Context: an optimization exercise on an open-source flow, tuned for small area, a short achievable clock period and few clock cycles per item. The choices shown serve that exercise and are no tape-out recipe.
The RTL was checked by simulation tests, not by an equivalence proof against the original design.

==> willow <==
Design mlp_top, start of the top module:
module mlp_top (
    input  wire        clk,
    input  wire        reset_n,
    input  wire        ser_data,
    input  wire        data_ready,
    input  wire [1:0]  mode,
    output wire [18:0] w_addr,
    output wire        w_we,
    output wire [7:0]  w_wdata,
    input  wire [7:0]  w_rdata,
    output wire [9:0]  n_addr,
    output wire        n_we,
    output wire [7:0]  n_wdata,
    input  wire [7:0]  n_rdata,
    output wire [9:0]  b_addr,
    output wire        b_we,
    output wire [7:0]  b_wdata,
    input  wire [7:0]  b_rdata,
    output wire [9:0]  p1_addr,
    output wire        p1_we,
    output wire [7:0]  p1_wdata,
    input  wire [7:0]  p1_rdata,
    output wire [9:0]  p2_addr,
    output wire        p2_we,
    output wire [7:0]  p2_wdata,
    input  wire [7:0]  p2_rdata,
    output wire [3:0]  result_data,
    output wire        result_valid,
    output wire [7:0]  result_score
);
Settings: LEC_CHECK=0, CAP_MARGIN=20, CORE_MARGIN=2, CORE_UTILIZATION=40, SETUP_SLACK_MARGIN=4.3, SLEW_MARGIN=20; clock period 7.0 ns.
standard.sh (not shown) runs the stock make flow with config.mk's settings and CLKGATE_MAP_FILE= SYNTH_SCRIPT=/design/flow/synth_recipe.tcl, a recipe that flattens the netlist after the stock synthesis.
==> flow/flow/run.sh <==
#!/bin/bash
# The standard layout (standard.sh) with two changes:
# - buffer_ports puts buf_1 on every input and output port, in place of the
#   cell it would pick by itself; timing repair still resizes it where
#   timing needs;
# - clock tree synthesis builds the tree from a clkbuf_16 root and clkbuf_8
#   buffers, without dummy loads.
# The make run's full output goes to standard.log; ORFS keeps each step's
# own log under orfs/logs/.
set -euo pipefail
export BUFFER_PORTS_ARGS="-buffer_cell sky130_fd_sc_hd__buf_1"
export CTS_ARGS="-sink_clustering_enable -repair_clock_nets -dont_use_dummy_load -root_buf sky130_fd_sc_hd__clkbuf_16 -buf_list sky130_fd_sc_hd__clkbuf_8"
bash standard.sh > standard.log 2>&1
==> pepper: changes against willow <==
--- a/flow/design.v
+++ b/flow/design.v
@@ -2,22 +2,25 @@
     input  wire       clk,
     input  wire       reset_n,
     input  wire       ser_in,
     input  wire       data_ready,
     input  wire       ld,
     input  wire [7:0] ld_data,
     output reg  [7:0] data_out,
-    output wire       last_bit
+    output wire       last_bit,
+    output reg        valid
 );
     reg [2:0] bit_cnt;
     assign last_bit = data_ready & (&bit_cnt);
     always @(posedge clk or negedge reset_n) begin
         if (!reset_n) begin
             bit_cnt <= 3'd0;
+            valid   <= 1'b0;
         end else begin
+            valid <= last_bit;
             if (data_ready)
                 bit_cnt <= bit_cnt + 3'd1;
         end
     end
     always @(posedge clk) begin
         if (ld)
             data_out <= ld_data;
@@ -26,14 +29,15 @@
     end
 endmodule
 module controller (
     input  wire        clk,
     input  wire        reset_n,
     input  wire [1:0]  mode,
     input  wire [7:0]  sr,
+    input  wire        sr_valid,
     input  wire        sr_last,
     output wire        sr_ld,
     output wire [7:0]  sr_ld_data,
     output wire [18:0] w_addr,
     output reg         w_we,
     output wire [7:0]  w_wdata,
     input  wire [7:0]  w_rdata,
@@ -53,48 +57,49 @@
     output wire        p2_we,
     output wire [7:0]  p2_wdata,
     input  wire [7:0]  p2_rdata,
     output reg  [3:0]  result_data,
     output reg         result_valid,
     output reg  [7:0]  result_score
 );
-    localparam [8:0] X_0   = 9'd1,   X_1   = 9'd2,   X_298 = 9'd314,
-                     X_299 = 9'd116, X_303 = 9'd329, X_311 = 9'd491;
-    localparam [9:0] Y_0   = 10'd1,   Y_1   = 10'd2,   Y_783 = 10'd997,
-                     Y_785 = 10'd916, Y_786 = 10'd809, Y_933 = 10'd583,
-                     Y_934 = 10'd142;
+    localparam [8:0] X_0   = 9'd1,   X_1   = 9'd2,   X_299 = 9'd116,
+                     X_300 = 9'd233, X_303 = 9'd329, X_312 = 9'd471;
+    localparam [9:0] Y_0   = 10'd1,   Y_1   = 10'd2,   Y_784 = 10'd970,
+                     Y_785 = 10'd916, Y_786 = 10'd809, Y_934 = 10'd142,
+                     Y_935 = 10'd284;
     reg [1:0]  mq;
     reg [8:0]  X;
     reg [9:0]  Y;
     reg        L2, L3;
     reg        run, busy;
-    reg        IL, OL;      
     reg        f1, f2, f3;
-    reg        lp1, lp5;
+    reg        lp1, lp2, lp3, lp4, lp5;
     reg [7:0]  wq, xq;
     reg [15:0] ps, pc, acc;
     reg        cy;
     wire [15:0] ms, mc;
     mul8_cs u_mul (.a(wq), .b(xq), .s(ms), .c(mc));
     wire [8:0] Xn = {X[7:0], X[8] ^ X[4]};
     wire [9:0] Yn = {Y[8:0], Y[9] ^ Y[6]};
     wire L1  = ~L2 & ~L3;
     wire ldw = (mq == 2'b01);
     wire ldb = (mq == 2'b10);
     wire inf = (mq == 2'b11);
-    wire stepW = w_we & ldw;
-    wire stepB = w_we & ldb;
-    wire stepR = n_we & ~busy;
+    wire stepW = sr_valid & ldw;
+    wire stepB = sr_valid & ldb;
+    wire stepR = sr_valid & inf & ~busy;
     wire step  = stepW | stepB | run;
-    wire il_next  = L2 ? (X == X_299) : L1 ? (Y == Y_783) : (Y == Y_934);
-    wire ol_next  = L2 ? (Y == Y_933) : L1 ? (X == X_298) : (X == X_311);
+    wire y_end    = L2 ? (Y == Y_934) : L1 ? (Y == Y_784) : (Y == Y_935);
+    wire x_end    = L2 ? (X == X_300) : L1 ? (X == X_299) : (X == X_312);
+    wire in_last  = L2 ? x_end : y_end;
+    wire out_last = L2 ? y_end : x_end;
     wire in_slot  = L2 ? (X == X_0) : L1 ? (Y == Y_0) : (Y == Y_785);
-    wire il       = stepB | IL;
+    wire il       = stepB | in_last;
     wire drain_done = busy & ~run & lp5;
-    wire newlayer = (step & il & OL & ~run) | drain_done;
+    wire newlayer = (step & il & out_last & ~run) | drain_done;
     assign w_addr   = {X, Y};
     assign n_addr   = Y;
     assign p1_addr  = {1'b0, X};
     assign w_wdata  = sr;
     assign n_wdata  = sr;
     assign p1_wdata = sr;
     assign b_addr   = 10'd0;
@@ -108,87 +113,78 @@
             mq   <= 2'b00;
             X    <= X_0;
             Y    <= Y_1;
             L2   <= 1'b0;
             L3   <= 1'b0;
             run  <= 1'b0;
             busy <= 1'b0;
-            IL   <= 1'b0;
-            OL   <= 1'b0;
         end else begin
             mq <= mode;
             if (newlayer) begin
                 if (L1) begin
                     L2 <= 1'b1; X <= ldw ? X_1 : X_0; Y <= Y_785;
                 end else if (L2) begin
                     L2 <= 1'b0; L3 <= 1'b1; X <= X_303; Y <= ldw ? Y_786 : Y_785;
                 end else begin
                     L3 <= 1'b0; X <= X_0; Y <= ldw ? Y_0 : Y_1; busy <= 1'b0;
                 end
                 run <= busy & ~L3;
-                IL  <= 1'b0;
-                OL  <= 1'b0;
             end else if (step) begin
                 if (!il) begin
                     if (L2) X <= Xn;
                     else    Y <= Yn;
-                    IL <= il_next;
                 end else begin
-                    IL <= 1'b0;
-                    OL <= ol_next;
                     if (L2) begin
                         X <= ldw ? X_1 : X_0;
                         Y <= Yn;
                     end else begin
                         Y <= L1 ? (ldw ? Y_1 : Y_0) : (ldw ? Y_786 : Y_785);
                         X <= Xn;
                     end
-                    if (OL) run <= 1'b0;
+                    if (out_last) run <= 1'b0;
                 end
             end else if (stepR) begin
-                if (IL) begin
-                    Y <= Y_0; run <= 1'b1; busy <= 1'b1; IL <= 1'b0;
+                if (y_end) begin
+                    Y <= Y_0; run <= 1'b1; busy <= 1'b1;
                 end else begin
-                    Y <= Yn; IL <= il_next;
+                    Y <= Yn;
                 end
             end
         end
     end
     always @(posedge clk or negedge reset_n) begin
         if (!reset_n) begin
-            lp1 <= 1'b0; lp5 <= 1'b0;
-            f1 <= 1'b0; f2 <= 1'b0; f3 <= 1'b0;
+            lp1 <= 1'b0; lp2 <= 1'b0; lp3 <= 1'b0; lp4 <= 1'b0; lp5 <= 1'b0;
             result_valid <= 1'b0;
             w_we  <= 1'b0;
             n_we  <= 1'b0;
             p1_we <= 1'b0;
         end else begin
-            lp1 <= run & IL;
-            f1 <= (run & in_slot) | (lp1 & ~run);
-            f2 <= f1;
-            f3 <= f2;
-            lp5 <= f3;
+            lp1 <= run & in_last;
+            lp2 <= lp1; lp3 <= lp2; lp4 <= lp3; lp5 <= lp4;
             result_valid <= drain_done & L3;
             w_we  <= sr_last & (ldw | ldb);
-            n_we  <= (sr_last & inf & ~busy) | (f3 & L2);
-            p1_we <= f3 & L1;
+            n_we  <= (sr_last & inf & ~busy) | (lp4 & L2);
+            p1_we <= lp4 & L1;
         end
     end
     wire [15:0] a0  = acc & {16{~f3}};
     wire        cy0 = cy & ~f3;
-    wire [15:0] psn = ~ps, pcn = ~pc;
-    wire [15:0] s3  = a0 ^ psn ^ pcn;
-    wire [15:0] c3  = {(a0[14:0] & psn[14:0]) | (a0[14:0] & pcn[14:0]) | (psn[14:0] & pcn[14:0]), 1'b0};
+    wire [15:0] s3  = a0 ^ ps ^ pc;
+    wire [15:0] c3  = {(a0[14:0] & ps[14:0]) | (a0[14:0] & pc[14:0]) | (ps[14:0] & pc[14:0]), 1'b0};
     wire [8:0]  lo  = {1'b0, s3[7:0]} + {1'b0, c3[7:0]};
     wire [8:0]  hi  = {s3[15:8], 1'b1} + {c3[15:8], cy0};
     always @(posedge clk) begin
+        f1 <= run & in_slot;
+        f2 <= f1;
+        f3 <= f2;
         wq <= w_rdata;
         xq <= f1 ? 8'd1 : L2 ? p1_rdata : n_rdata;
-        ps <= ~ms;
-        pc <= ~mc;
+        ps <= ms;
+        pc <= mc;
         acc <= {hi[8:1], lo[7:0]};
         cy  <= lo[8];
     end
     wire signed [7:0] h = acc[15:8] + {7'd0, cy};
     reg  [7:0] sig;
     always @(*) begin
         if (h < -8'sd24)
@@ -198,15 +194,15 @@
         else if (h < 8'sd12)
             sig = 8'd128 + {h[7], h[7:1]};
         else if (h < 8'sd24)
             sig = h + 8'd233;
         else
             sig = 8'd255;
     end
-    assign sr_ld      = f3;
+    assign sr_ld      = lp4;
     assign sr_ld_data = sig;
     wire [3:0] key = {X[6], X[5], X[3], X[0]};
     reg  [3:0] idx;
     always @(*) begin
         case (key)
             4'b0001: idx = 4'hF;    
             4'b0101: idx = 4'd1;
@@ -415,32 +411,35 @@
     output wire [7:0]  p2_wdata,
     input  wire [7:0]  p2_rdata,
     output wire [3:0]  result_data,
     output wire        result_valid,
     output wire [7:0]  result_score
 );
     wire [7:0] sr;
+    wire       sr_valid;
     wire       sr_last;
     wire       sr_ld;
     wire [7:0] sr_ld_data;
     deserializer u_des (
         .clk(clk),
         .reset_n(reset_n),
         .ser_in(ser_data),
         .data_ready(data_ready),
         .ld(sr_ld),
         .ld_data(sr_ld_data),
         .data_out(sr),
-        .last_bit(sr_last)
+        .last_bit(sr_last),
+        .valid(sr_valid)
     );
     controller mlp (
         .clk(clk),
         .reset_n(reset_n),
         .mode(mode),
         .sr(sr),
+        .sr_valid(sr_valid),
         .sr_last(sr_last),
         .sr_ld(sr_ld),
         .sr_ld_data(sr_ld_data),
         .w_addr(w_addr), .w_we(w_we), .w_wdata(w_wdata), .w_rdata(w_rdata),
         .n_addr(n_addr), .n_we(n_we), .n_wdata(n_wdata), .n_rdata(n_rdata),
         .b_addr(b_addr), .b_we(b_we), .b_wdata(b_wdata), .b_rdata(b_rdata),
         .p1_addr(p1_addr), .p1_we(p1_we), .p1_wdata(p1_wdata), .p1_rdata(p1_rdata),
==> flow/run.sh (new file) <==
#!/bin/bash
# synth_recipe.tcl (not shown) runs the flow's synth.tcl, then flattens the netlist and writes it again
# the make line also repeats each setting of config.mk as NAME=value (left out here)
make -C /OpenROAD-flow-scripts/flow DESIGN_CONFIG=/design/flow/config.mk WORK_HOME=/design/flow/orfs CLKGATE_MAP_FILE= SYNTH_SCRIPT=/design/flow/synth_recipe.tcl finish
Settings changed: SETUP_SLACK_MARGIN 4.3 to 4.4.
removed: flow/flow/run.sh
removed: flow/standard.sh
==> results_dict.tcl <==
set metrics [dict create \
    r2r_slack_ns 4.27 \
    wl_met3_um 679 \
    fin_cells 1223 \
    status "complete, no violations" \
    layout_setup_ws_ns 4.27 \
    seq_share 0.312 \
    cp.buffers_inverters 3 \
    post_cts_buffers 12 \
    synth_compound_area_frac 0.116 \
    netlist_area_um2 8230 \
    inv_count 105 \
    power_leakage_nw 3.94 \
    die_x_um 147 \
    pg_seq_mw 1.11 \
]
(the above is from willow)
==> results_dict.tcl <==
set metrics [dict create \
    synth_compound_area_frac 0.108 \
    die_x_um 147 \
    pg_seq_mw 1.04 \
    post_cts_buffers 73 \
    status "complete, no violations" \
    seq_share 0.274 \
    layout_setup_ws_ns 4.28 \
]
(the above is from pepper)
Testbench counts of willow, summed over its fixed seeds: cycles 2,307,584, images 8.
Testbench counts of pepper, summed over its fixed seeds: cycles 2,307,584, images 8.

==> separate check: timing with driven ports <==
Ports are ideal in the flow. The routed layouts listed here were re-timed in OpenROAD. Step 1: set_driving_cell puts a clkbuf_16 on clk and a buf_2 on each other input, an assumption about the parent block. Step 2 times the ports against the registers' clock, not the clock port: input delays grow and output delays shrink by t, the midpoint of the rising clock arrivals with the driver on. Three values: ideal ports, drivers, drivers and shift; two values: the first two.
| run | shift t [ns] | slack for setup (ns) | worst slew at a driven data input, ns |
|---|---|---|---|
| willow | 0.400 | 4.270 / 4.270 / 4.270 | 0.04 |
| pepper | 0.457 | 4.283 / 4.283 / 4.283 | 0.07 |
After both steps every run listed still meets setup and hold.
